Context: an optimization exercise on an open-source flow, tuned for small area, a short achievable clock period and few clock cycles per item. The choices shown serve that exercise and are no tape-out recipe. Where RTL was checked, it was by simulation tests only, not by an equivalence proof against the original. Power and IR drop assume default switching activity.

Design magma, start of the top module:
module magma (
    input  wire         clk,
    input  wire         reset_,
    input  wire         start,
    input  wire [63:0]  data_in,
    input  wire [255:0] key,
    input  wire         encr_decr,
    output wire [63:0]  data_out,
    output reg          done
);
    reg  [31:0] left, right;    
    reg  [31:0] rkey;           
    reg  [4:0]  round;          
    reg         busy;
    reg         en_de;          
    wire [31:0] sum = right + rkey;
    reg  [31:0] sub;
    always @* begin
        case (sum[3:0])
            4'h0: sub[3:0] = 4'hC; 4'h1: sub[3:0] = 4'h4; 4'h2: sub[3:0] = 4'h6; 4'h3: sub[3:0] = 4'h2;
            4'h4: sub[3:0] = 4'hA; 4'h5: sub[3:0] = 4'h5; 4'h6: sub[3:0] = 4'hB; 4'h7: sub[3:0] = 4'h9;
            4'h8: sub[3:0] = 4'hE; 4'h9: sub[3:0] = 4'h8; 4'hA: sub[3:0] = 4'hD; 4'hB: sub[3:0] = 4'h7;
            4'hC: sub[3:0] = 4'h0; 4'hD: sub[3:0] = 4'h3; 4'hE: sub[3:0] = 4'hF; default: sub[3:0] = 4'h1;
        endcase
        case (sum[7:4])
  ...
==> flow/config.mk <==
export PLATFORM = sky130hd
export DESIGN_NAME = magma
export DESIGN_NICKNAME = magma
export VERILOG_FILES = /design/flow/design.v
export SDC_FILE = /design/flow/constraint.sdc
export NUM_CORES = 4
export LEC_CHECK = 0
export CAP_MARGIN = 20
export CORE_MARGIN = 2
export CORE_UTILIZATION = 55
export SETUP_SLACK_MARGIN = 4.5
export SLEW_MARGIN = 20
==> flow/constraint.sdc <==
create_clock -name core_clock -period 8.0 [get_ports {clk}]
set_input_delay 1.6000 -clock core_clock [delete_from_list [all_inputs] [get_ports {clk}]]
set_output_delay 1.6000 -clock core_clock [all_outputs]
set_load 0.01 [all_outputs]
standard.sh (not shown) runs the stock make flow with config.mk's settings and CLKGATE_MAP_FILE= SYNTH_SCRIPT=/design/flow/synth_recipe.tcl, a recipe that flattens the netlist after the stock synthesis.
==> flow/flow/run.sh <==
#!/bin/bash
# Standard ORFS layout, but with the smallest buffer on every port.
set -euo pipefail
export BUFFER_PORTS_ARGS="-buffer_cell sky130_fd_sc_hd__buf_1"
bash standard.sh > standard.log 2>&1
Next try:
==> flow/flow/run.sh (replaced) <==
#!/bin/bash
# Standard ORFS layout, but with the smallest buffer on every port and
# no half/full-adder cell extraction in synthesis.
set -euo pipefail
export BUFFER_PORTS_ARGS="-buffer_cell sky130_fd_sc_hd__buf_1"
bash standard.sh ADDER_MAP_FILE= > standard.log 2>&1
Effect:
- setup slack degrades by 0.18 ns
- global-route usage climbs by 2.5 points
- critical path depth stays the same
- count of clock-buffer cells in the layout drops by 2
- flip-flop and latch count stays the same
- maximum frequency drops by 4.7%
- design area drops by 1.7%
- combinational power drops by 17%
- first-iteration DRC count drops by 10%
- core utilization drops by 1.5 points
No functional check of the RTL was part of any run of this note.


Another version of the RTL of magma (not shown whole).
Size: about 1000 cells after synthesis, ~390 I/O pins, roughly 7900 µm² of cells after synthesis.
clock: 8.0 ns
lec_check: 0
cap_margin: 20
core_margin: 2
core_utilization: 55
setup_slack_margin: 5
slew_margin: 20
synth_hierarchical: 1
==> flow/flow/run.sh <==
#!/bin/bash
set -euo pipefail
here=$(pwd)
rm -rf "$here/orfs_scripts"
cp -r "$FLOW_HOME/scripts" "$here/orfs_scripts"
cp "$here/flow/abc.script" "$here/orfs_scripts/abc_speed.script"
export BUFFER_PORTS_ARGS="-buffer_cell sky130_fd_sc_hd__buf_1"
bash standard.sh ADDER_MAP_FILE= SCRIPTS_DIR="$here/orfs_scripts" SETUP_SLACK_MARGIN=5.2 > standard.log 2>&1
==> flow/flow/abc.script <==
strash
dch
map -a
topo
Testbench counts at the start, summed over its fixed seeds: cycles 13,056, items 384.
Edit:
--- a/flow/flow/run.sh
+++ b/flow/flow/run.sh
@@ -1,0 +2,7 @@
+# Standard ORFS layout (the standard.sh), with three changes:
+#  - every port gets the smallest buffer (buf_1) instead of the default choice;
+#  - synthesis does not extract half/full-adder cells (ADDER_MAP_FILE empty);
+#  - ABC maps the logic for area (abc.script here) instead of ORFS's speed script,
+#    which upsizes every gate; timing repair in the later steps sizes the
+#    critical paths instead.  The ORFS scripts are copied unchanged apart from
+#    that one ABC script.
@@ -8 +15 @@
-bash standard.sh ADDER_MAP_FILE= SCRIPTS_DIR="$here/orfs_scripts" SETUP_SLACK_MARGIN=5.2 > standard.log 2>&1
+bash standard.sh ADDER_MAP_FILE= SCRIPTS_DIR="$here/orfs_scripts" > standard.log 2>&1
=> Synthesized area stays the same; non-clock buffer count went down by 7; sequential power is about the same; total power went down by 3.4%; wire length drops by 1.4%; final area goes down by 2.3%; via count fell by 0.69%; worst hold slack hardly moves; clock-buffer cell count stays the same.

==> static timing again, ports no longer ideal <==
Ports are ideal in the flow. The routed layouts listed here were re-timed in OpenROAD.
Step 1, drivers: a clkbuf_16 drives clk and a buf_2 each remaining input, both assumed.
Step 2 times the ports against the registers' clock, not the clock port: input delays grow and output delays shrink by t, the midpoint of the rising clock arrivals with the driver on.
Three values: no drivers, after step 1, after step 2; two values: the first two.
run	t, ns	setup slack, ns	latest minus earliest clock arrival (ns)	worst data-port slew with drivers (ns)	cell pins on the clock port's net
the first run of note 1	0.408	4.378 / 4.378 / 4.362	0.015 / 0.016	0.11	1
the second run of note 1	0.412	4.199 / 4.199 / 4.186	0.013 / 0.012	0.13	1
the first run of note 2	0.405	5.255 / 5.208 / 5.005	0.014 / 0.014	0.08	1
the second run of note 2	0.405	5.172 / 5.191 / 4.789	0.015 / 0.016	0.08	1
After both steps every run listed still meets setup and hold. For the second run of note 2, which loses most, drivers alone change the setup slack by +0.019 ns; drivers and shift together by -0.383 ns.
